Background: an optimization exercise with open tools, aiming at small area, a short achievable clock period and few clock cycles. Do not read the settings as production practice.
Where RTL was checked, it was by simulation tests only, not by an equivalence proof against the original.

== before ==
// qrcode_decoder
module qrcode_decoder(
    input clk,
    input srst_n,
    input start,
    input sram_rdata,
    output [11:0] sram_raddr,
    output reg [5:0] loc_y,
    output reg [5:0] loc_x,
    output reg [7:0] decode_text,    
    output reg valid,
    output reg finish
);
Size in the first run: about 1300 cells after synthesis, about 0.0083 mm^2 of cells after synthesis.
clock: 16.0 ns
lec_check: 0
abc_area: 1
cap_margin: 20
core_margin: 2
core_utilization: 40
slew_margin: 20
standard.sh (not shown) runs the stock make flow with config.mk's settings and CLKGATE_MAP_FILE= SYNTH_SCRIPT=/design/flow/synth_recipe.tcl, a recipe that flattens the netlist after the stock synthesis.
==> flow/flow/run.sh <==
#!/bin/bash
# The standard layout (standard.sh, unchanged), with three changes made through
# its environment:
#  - the buffers that the flow puts on every input and output port are
#    sky130_fd_sc_hd__buf_2 cells instead of the slower delay cells that
#    buffer_ports picks by default;
#  - repair_timing aims for a setup slack of 11.5 ns, i.e. it sizes the cells
#    of paths slower than about 4.5 ns;
#  - clock tree synthesis uses sky130_fd_sc_hd__clkbuf_8 buffers and no dummy
#    loads.
# The clock, its period and the I/O constraints are the design's, unchanged.
# Each tool's full output is in standard.log in this folder.
export BUFFER_PORTS_ARGS="-buffer_cell sky130_fd_sc_hd__buf_2"
export SETUP_SLACK_MARGIN=11.3
export CTS_ARGS="-sink_clustering_enable -repair_clock_nets -dont_use_dummy_load -buf_list sky130_fd_sc_hd__clkbuf_8"
bash standard.sh > standard.log 2>&1
Input-level comparison between after and before:
-- flow/design.v --
<<< before, line 33
wire signed [2:0] cx_lo = s1[5:3], cx_hi = s1[2:0];
wire signed [2:0] pcy = s2[5:3], pcx = s2[2:0];
wire tight = s3[5], wide = s3[4], mid = s3[3], tlm = s3[1], grp = s3[0];
wire [4:0] i = s0[4:0];   
wire [4:0] j = s1[4:0];
>>> after, line 33
wire signed [2:0] cx_lo = s1[5:3], cx_hi = s1[2:0];
wire signed [2:0] pcy = s2[5:3], pcx = s2[2:0];
wire tight = s3[5], wide = s3[4], tlm = s3[1], grp = s3[0];
wire [4:0] i = s0[4:0];   
wire [4:0] j = s1[4:0];
<<< before, line 324
    end else case (k[2:0])
        3'd0, 3'd2, 3'd4: bxY = 7'd14;
        3'd1: if (wide || mid) bxY = 7'd107; else begin byY = 6'd1; bxY = 7'd114; end
        3'd3: if (wide) bxY = 7'd107; else begin byY = 6'd1; bxY = 7'd121; end
        default: byY = 6'd1;
    endcase
>>> after, line 324
    end else case (k[2:0])
        3'd0, 3'd2, 3'd4: bxY = 7'd14;
        3'd1, 3'd3: if (wide) bxY = 7'd107; else begin byY = 6'd1; bxY = 7'd114; end
        default: byY = 6'd1;
    endcase
<<< before, line 371
        s0 <= {u_ylo, u_yhi}; s1 <= {u_xlo, u_xhi};
        s3[5] <= y_ok && x_ok;
        s3[4] <= !x_ok && !(u_xhi != u_xlo);
        s3[3] <= !x_ok && (u_xhi != u_xlo);
        if (p_end) begin
            st <= S_Y; cont <= 1'b0; k <= 6'd0;
>>> after, line 370
        s0 <= {u_ylo, u_yhi}; s1 <= {u_xlo, u_xhi};
        s3[5] <= y_ok && x_ok;
        s3[4] <= !x_ok;
        if (p_end) begin
            st <= S_Y; cont <= 1'b0; k <= 6'd0;
<<< before, line 389
            if (sx[6]) x <= 6'd0;               
        end else begin
            if (k[2:0] == (wide ? 3'd5 : mid ? 3'd3 : 3'd1)) k <= 6'd0;
            else k <= k + 6'd1;
        end
>>> after, line 387
            if (sx[6]) x <= 6'd0;               
        end else begin
            if (k[2:0] == (wide ? 3'd5 : 3'd1)) k <= 6'd0;
            else k <= k + 6'd1;
        end
Results
after: maximum frequency 0.89% below before
after ends up with a count of standard-cell rows that is 1.9% lower than in before.
In the tables for after and before, final worst setup slack reads higher with before.
Total met3 wirelength after detailed routing for after is higher than for before.
Die extent in x, after and before: larger value in before
Per the comparison of after with before, post-detailed-routing wire length fell about 4.4%, die footprint fell about 4.4%.
Testbench counts of after, summed over its fixed seeds: cycles 24,336.
No functional check of the RTL was part of before.

========
Setup of red:
RTL: one of the versions met above, not the one the previous note started from.
Size in the first run: about 1200 cells after synthesis, about 73 flip-flops, about 38 I/O pins.
export LEC_CHECK = 0
export ABC_AREA = 1
export CAP_MARGIN = 20
export CORE_MARGIN = 2
export CORE_UTILIZATION = 40
export SLEW_MARGIN = 20
create_clock -name core_clock -period 16.0 [get_ports {clk}]
==> flow/flow/run.sh <==
#!/bin/bash
# The standard layout (standard.sh, unchanged), with three changes made through
# its environment:
#  - the buffers that the flow puts on every input and output port are
#    sky130_fd_sc_hd__buf_2 cells instead of the slower delay cells that
#    buffer_ports picks by default;
#  - repair_timing aims for a setup slack of 11.5 ns, i.e. it sizes the cells
#    of paths slower than about 4.5 ns;
#  - clock tree synthesis runs without dummy loads.
# The clock, its period and the I/O constraints are the design's, unchanged.
# Each tool's full output is in standard.log in this folder.
export BUFFER_PORTS_ARGS="-buffer_cell sky130_fd_sc_hd__buf_2"
export SETUP_SLACK_MARGIN=11.5
export CTS_ARGS="-sink_clustering_enable -repair_clock_nets -dont_use_dummy_load -buf_list sky130_fd_sc_hd__clkbuf_8"
bash standard.sh > standard.log 2>&1
Testbench counts of red, summed over its fixed seeds: cycles 24,336.
Setup changes, red to blue
--- a/flow/design.v
+++ b/flow/design.v
@@ -259,13 +259,13 @@
 wire [5:0] p_n = poff(k[3:0] + 4'd1);    
 wire signed [2:0] u_ylo = (hit && pcy < cy_lo) ? pcy : cy_lo;
 wire signed [2:0] u_yhi = (hit && pcy > cy_hi) ? pcy : cy_hi;
 wire signed [2:0] u_xlo = (hit && pcx < cx_lo) ? pcx : cx_lo;
 wire signed [2:0] u_xhi = (hit && pcx > cx_hi) ? pcx : cx_hi;
 wire y_ok = span2(u_ylo, u_yhi), x_ok = span2(u_xlo, u_xhi);
-wire p_end = tight || k == P_N;
+wire p_end = (y_ok && x_ok) || k == P_N;    
 wire [1:0] cn = cidx + 2'd1;
 wire [5:0] kn = (cidx != 2'd3) ? k : (k[2:0] == 3'd4) ? {k[5:3] + 3'd1, 3'd0} : k + 6'd1;
 wire v_miss = cont && !pix;
 wire v_end = tlm || v_miss || (cidx == 2'd3 && k == 6'o44);
 wire [1:0] mc = tlm ? 2'd0 : v_miss ? pcidx : 2'd3;    
 reg [1:0] m_rot;
@@ -311,14 +311,14 @@
 reg [5:0] ayA, byA, ayP, byP, ayY, byY, ayX, byX, ayV, byV, byM, byD;
 reg [6:0] axA, bxA, axP, bxP, axY, bxY, axX, bxX, axV, bxV, bxM, bxD;
 always @* begin
     ayA = y; byA = hit ? bstepy(b_st[3:2]) : astepv(a_st[3:2]);
     axA = {1'b0, x};
     bxA = hit ? bstepx14(b_st[1:0]) : {1'b0, astepv(a_st[1:0])};
-    ayP = loc_y; byP = p_end ? x7m20(cy_hi) : x7(p_n[5:3]);
-    axP = {lx6, loc_x}; bxP = x7m14(p_end ? cx_lo : p_n[2:0]);
+    ayP = loc_y; byP = p_end ? x7m20(u_yhi) : x7(p_n[5:3]);
+    axP = {lx6, loc_x}; bxP = x7m14(p_end ? u_xlo : p_n[2:0]);
     ayY = y; axY = hit ? {lx6, loc_x} : {1'b0, x};
     byY = 6'd0; bxY = 7'd0;
     if (hit) begin
         byY = (k[2:0] == 3'd0) ? 6'd63 : 6'd0;
         bxY = x7m34(cx_hi);
     end else case (k[2:0])
- For wire length of the first global-routing pass, dividing the value from red by the value from blue gives 0.927.
- The fraction of the mapped netlist area in compound gates of red and that of blue are within noise of each other.
- Looking at routability congestion estimate from global placement across red and blue, the one that comes out lower is blue.
- The met3 demand-to-capacity share in global routing was comparable across red and blue.
- Going from red to blue, worst setup slack shrinks by 560 ps.
- Relative to red, register-to-register slack decreased by 560 ps in blue.
For blue, only the layout was checked, not whether the RTL still works.

========
## run C
Another version of the RTL of qrcode_decoder (not shown whole).
Size in the first run: roughly 71 flip-flops, about 38 I/O pins, about 6200 µm² of cells after synthesis.
Settings: LEC_CHECK=0, ABC_AREA=1, CAP_MARGIN=20, CORE_MARGIN=2, CORE_UTILIZATION=40, SLEW_MARGIN=20; clock period 16.0 ns.
==> flow/flow/run.sh <==
#!/bin/bash
# The standard layout (standard.sh, unchanged), run with a copy of the ORFS
# scripts in which only abc_area.script (the logic optimisation recipe that
# synthesis hands to ABC) differs, and with these settings in its environment:
#  - ABC's recipe: resyn2rs-style AIG rewriting and resubstitution, dch -f,
#    then area-oriented mapping (map -a) and ABC's usual buffering and
#    sizing, instead of dch and delay-oriented mapping (map -B 0.9);
#  - synthesis leaves the adders to ABC instead of mapping them to the
#    library's half- and full-adder cells (ADDER_MAP_FILE empty);
#    the rest of synthesis is standard.sh's own (synth_recipe.tcl: no fsm or
#    share passes, flattened, function nets renamed), so the registers are the
#    standard synthesis's;
#  - the buffers that the flow puts on every input and output port are
#    sky130_fd_sc_hd__buf_2 cells instead of the slower delay cells that
#    buffer_ports picks by default;
#  - repair_timing aims for a setup slack of 11.8 ns, i.e. it sizes the cells
#    of paths slower than about 4.2 ns;
#  - clock tree synthesis uses sky130_fd_sc_hd__clkbuf_8 buffers and no dummy
#    loads.
# The clock, its period and the I/O constraints are the design's, unchanged.
# Each tool's full output is in standard.log in this folder (and ORFS's own
# per-step logs under orfs/logs).
cp -r "$FLOW_HOME/scripts" orfs_scripts
cat > orfs_scripts/abc_area.script <<'ABC'
strash
balance
resub -K 6
rewrite
resub -K 6 -N 2
refactor
resub -K 8
balance
resub -K 8 -N 2
rewrite
resub -K 10
rewrite -z
resub -K 10 -N 2
balance
resub -K 12
refactor -z
resub -K 12 -N 2
rewrite -z
balance
dch -f
map -a
topo
stime -c
buffer -c
upsize -c
dnsize -c
ABC
export SCRIPTS_DIR="$PWD/orfs_scripts"
export ADDER_MAP_FILE=
export BUFFER_PORTS_ARGS="-buffer_cell sky130_fd_sc_hd__buf_2"
export SETUP_SLACK_MARGIN=11.8
export CTS_ARGS="-sink_clustering_enable -repair_clock_nets -dont_use_dummy_load -buf_list sky130_fd_sc_hd__clkbuf_8"
bash standard.sh > standard.log 2>&1
Run C finished all stages; the layout is clean.
Testbench counts of run C, summed over its fixed seeds: cycles 24,170.
Inputs modified between run C and run A:
-- flow/design.v --
<<< run C, line 14
           S_M = 3'd5, S_D = 3'd6, S_E = 3'd7;
reg [2:0] st;             
reg       cont;           
reg [5:0] y, x;           
reg       pv;             
>>> run A, line 14
           S_M = 3'd5, S_D = 3'd6, S_E = 3'd7;
reg [2:0] st;             
reg [5:0] y, x;           
reg       pv;             
<<< run C, line 20
reg       started;
assign sram_raddr = {y, x};
wire hit = pix && cont;   
reg [5:0] k;              
reg       lx6;            
>>> run A, line 19
reg       started;
assign sram_raddr = {y, x};
wire hit = pix;           
reg [5:0] k;              
reg       lx6;            
<<< run C, line 216
wire [1:0] cn = cidx + 2'd1;
wire [5:0] kn = (cidx != 2'd3) ? k : (k[2:0] == 3'd4) ? {k[5:3] + 3'd1, 3'd0} : k + 6'd1;
wire v_miss = cont && !pix;
wire v_end = tlm || v_miss || (cidx == 2'd3 && k == 6'o44);
wire [1:0] mc = tlm ? 2'd0 : v_miss ? cidx - 2'd1 : 2'd3;    
>>> run A, line 215
wire [1:0] cn = cidx + 2'd1;
wire [5:0] kn = (cidx != 2'd3) ? k : (k[2:0] == 3'd4) ? {k[5:3] + 3'd1, 3'd0} : k + 6'd1;
wire v_miss = !pix;
wire v_end = tlm || v_miss || (cidx == 2'd3 && k == 6'o44);
wire [1:0] mc = tlm ? 2'd0 : v_miss ? cidx - 2'd1 : 2'd3;    
<<< run C, line 309
always @(posedge clk) begin
    if (start) started <= 1'b1;
    pix <= sram_rdata & pv; cont <= 1'b1;
    y <= sy[5:0]; x <= sx[5:0]; pv <= 1'b1;
    valid <= 1'b0;
>>> run A, line 308
always @(posedge clk) begin
    if (start) started <= 1'b1;
    pix <= sram_rdata & pv;
    y <= sy[5:0]; x <= sx[5:0]; pv <= 1'b1;
    valid <= 1'b0;
<<< run C, line 317
            loc_y <= sy[5:0]; loc_x <= sx[5:0]; lx6 <= (sx[5:0] < 6'd14);
            s0 <= 6'd0; s1 <= 6'd0; s3 <= 6'd0;
            st <= S_P; cont <= 1'b0; k <= 6'd0;
            pv <= (sx[5:0] >= 6'd14);
        end else begin
>>> run A, line 316
            loc_y <= sy[5:0]; loc_x <= sx[5:0]; lx6 <= (sx[5:0] < 6'd14);
            s0 <= 6'd0; s1 <= 6'd0; s3 <= 6'd0;
            st <= S_P; pix <= 1'b0; k <= 6'd0;
            pv <= (sx[5:0] >= 6'd14);
        end else begin
<<< run C, line 329
        s3[3] <= !x_ok && (u_xhi != u_xlo);
        if (p_end) begin
            st <= S_Y; cont <= 1'b0; k <= 6'd0;
            if (sy[6]) y <= 6'd0;
            if (sx[5:0] > 6'd43) x <= 6'd43;
>>> run A, line 328
        s3[3] <= !x_ok && (u_xhi != u_xlo);
        if (p_end) begin
            st <= S_Y; pix <= 1'b0; k <= 6'd0;
            if (sy[6]) y <= 6'd0;
            if (sx[5:0] > 6'd43) x <= 6'd43;
<<< run C, line 341
        if (hit) begin
            loc_y <= sy[5:0];                   
            st <= S_X; cont <= 1'b0; s3[1:0] <= 2'b00;
            if (sx[6]) x <= 6'd0;               
        end else begin
>>> run A, line 340
        if (hit) begin
            loc_y <= sy[5:0];                   
            st <= S_X; pix <= 1'b0; s3[1:0] <= 2'b00;
            if (sx[6]) x <= 6'd0;               
        end else begin
<<< run C, line 352
            loc_x <= sx[5:0];                   
            s3[1] <= !grp;
            st <= S_V; cont <= 1'b0; cidx <= 2'd1; k <= 6'd0;
        end else s3[0] <= ~grp;
    end
>>> run A, line 351
            loc_x <= sx[5:0];                   
            s3[1] <= !grp;
            st <= S_V; pix <= 1'b1; cidx <= 2'd1; k <= 6'd0;
        end else s3[0] <= ~grp;
    end
<<< run C, line 360
            if (!mc[1]) loc_y <= loc_y + 6'd20;
            if (mc[0]) loc_x <= loc_x - 6'd20;
            st <= S_M; cont <= 1'b0; k <= 6'd0;
        end else begin
            cidx <= cn; k <= kn;
>>> run A, line 359
            if (!mc[1]) loc_y <= loc_y + 6'd20;
            if (mc[0]) loc_x <= loc_x - 6'd20;
            st <= S_M; pix <= 1'b0; k <= 6'd0;
        end else begin
            cidx <= cn; k <= kn;
<<< run C, line 372
        endcase
        if (k == 6'd2) begin
            st <= S_D; cont <= 1'b0;
            s0 <= {1'b0, 3'd5, 2'd2};       
            s1 <= {1'b1, 3'd6, 2'd1};       
>>> run A, line 371
        endcase
        if (k == 6'd2) begin
            st <= S_D; pix <= 1'b0;
            s0 <= {1'b0, 3'd5, 2'd2};       
            s1 <= {1'b1, 3'd6, 2'd1};       
<<< run C, line 393
                if (rem == 5'd1) begin
                    finish <= 1'b1;
                    st <= S_E; cont <= 1'b0;
                end
            end
>>> run A, line 392
                if (rem == 5'd1) begin
                    finish <= 1'b1;
                    st <= S_E; pix <= 1'b0;
                end
            end
<<< run C, line 399
    end
    if (!srst_n) begin
        st <= S_A; cont <= 1'b0; y <= 6'd20; x <= 6'd20; pv <= 1'b1;
        started <= 1'b0; k <= 6'd0; valid <= 1'b0; finish <= 1'b0;
    end
>>> run A, line 398
    end
    if (!srst_n) begin
        st <= S_A; pix <= 1'b0; y <= 6'd20; x <= 6'd20; pv <= 1'b1;
        started <= 1'b0; k <= 6'd0; valid <= 1'b0; finish <= 1'b0;
    end
### Flow results
Run A finished all stages; the layout is clean.
Total number of sequential cells shrinks slightly when moving from run C to run A.
Across both runs, number of vias in the routed layout was lower for run A than for run C.
In run A the portion of the layout cell area used by non-clock buffers turned out 0.45 points higher than in run C.
Of run C and run A, run C shows the higher initial standard-cell utilization of the core, with run A below it.
Compared with run C, in run A final wirelength went down by 1.9%, cell area flat, number of global-route vias before repair now smaller, pin count of the biggest net entering global routing has decreased.
The RTL of run A was laid out without a check of its function.

[separate check: timing with driven ports]
No port has a modelled driver above. Below, the same layouts with a new extraction and two added sets of constraints. Step 1 (the two cells are an assumption about what drives the block):
set clk [get_ports {clk}]
set_driving_cell -lib_cell sky130_fd_sc_hd__clkbuf_16 $clk
set_driving_cell -lib_cell sky130_fd_sc_hd__buf_2 [delete_from_list [all_inputs] $clk]
Step 2 times the ports against the registers' clock, not the clock port: input delays grow and output delays shrink by t, the midpoint of the rising clock arrivals with the driver on. a / b / c = ideal / step 1 / step 2; a / b = the first two.
| run | t (ns) | setup WS [ns] | clock arrival spread, ns | cell pins on the clock port's net |
|---|---|---|---|---|
| before | 0.404 | 11.578 / 11.578 / 11.578 | 0.039 / 0.040 | 1 |
| after | 0.411 | 11.538 / 11.538 / 11.532 | 0.030 / 0.030 | 1 |
| red | 0.407 | 11.730 / 11.688 / 11.539 | 0.029 / 0.029 | 1 |
| blue | 0.412 | 11.167 / 11.167 / 11.167 | 0.024 / 0.025 | 1 |
| run C | 0.406 | 11.827 / 11.792 / 11.799 | 0.020 / 0.020 | 1 |
| run A | 0.414 | 11.811 / 11.770 / 11.667 | 0.033 / 0.033 | 1 |
After both steps setup and hold are still met in every run listed. The setup slack of red, which loses most, moves by -0.042 ns with the drivers and by -0.191 ns with both steps.
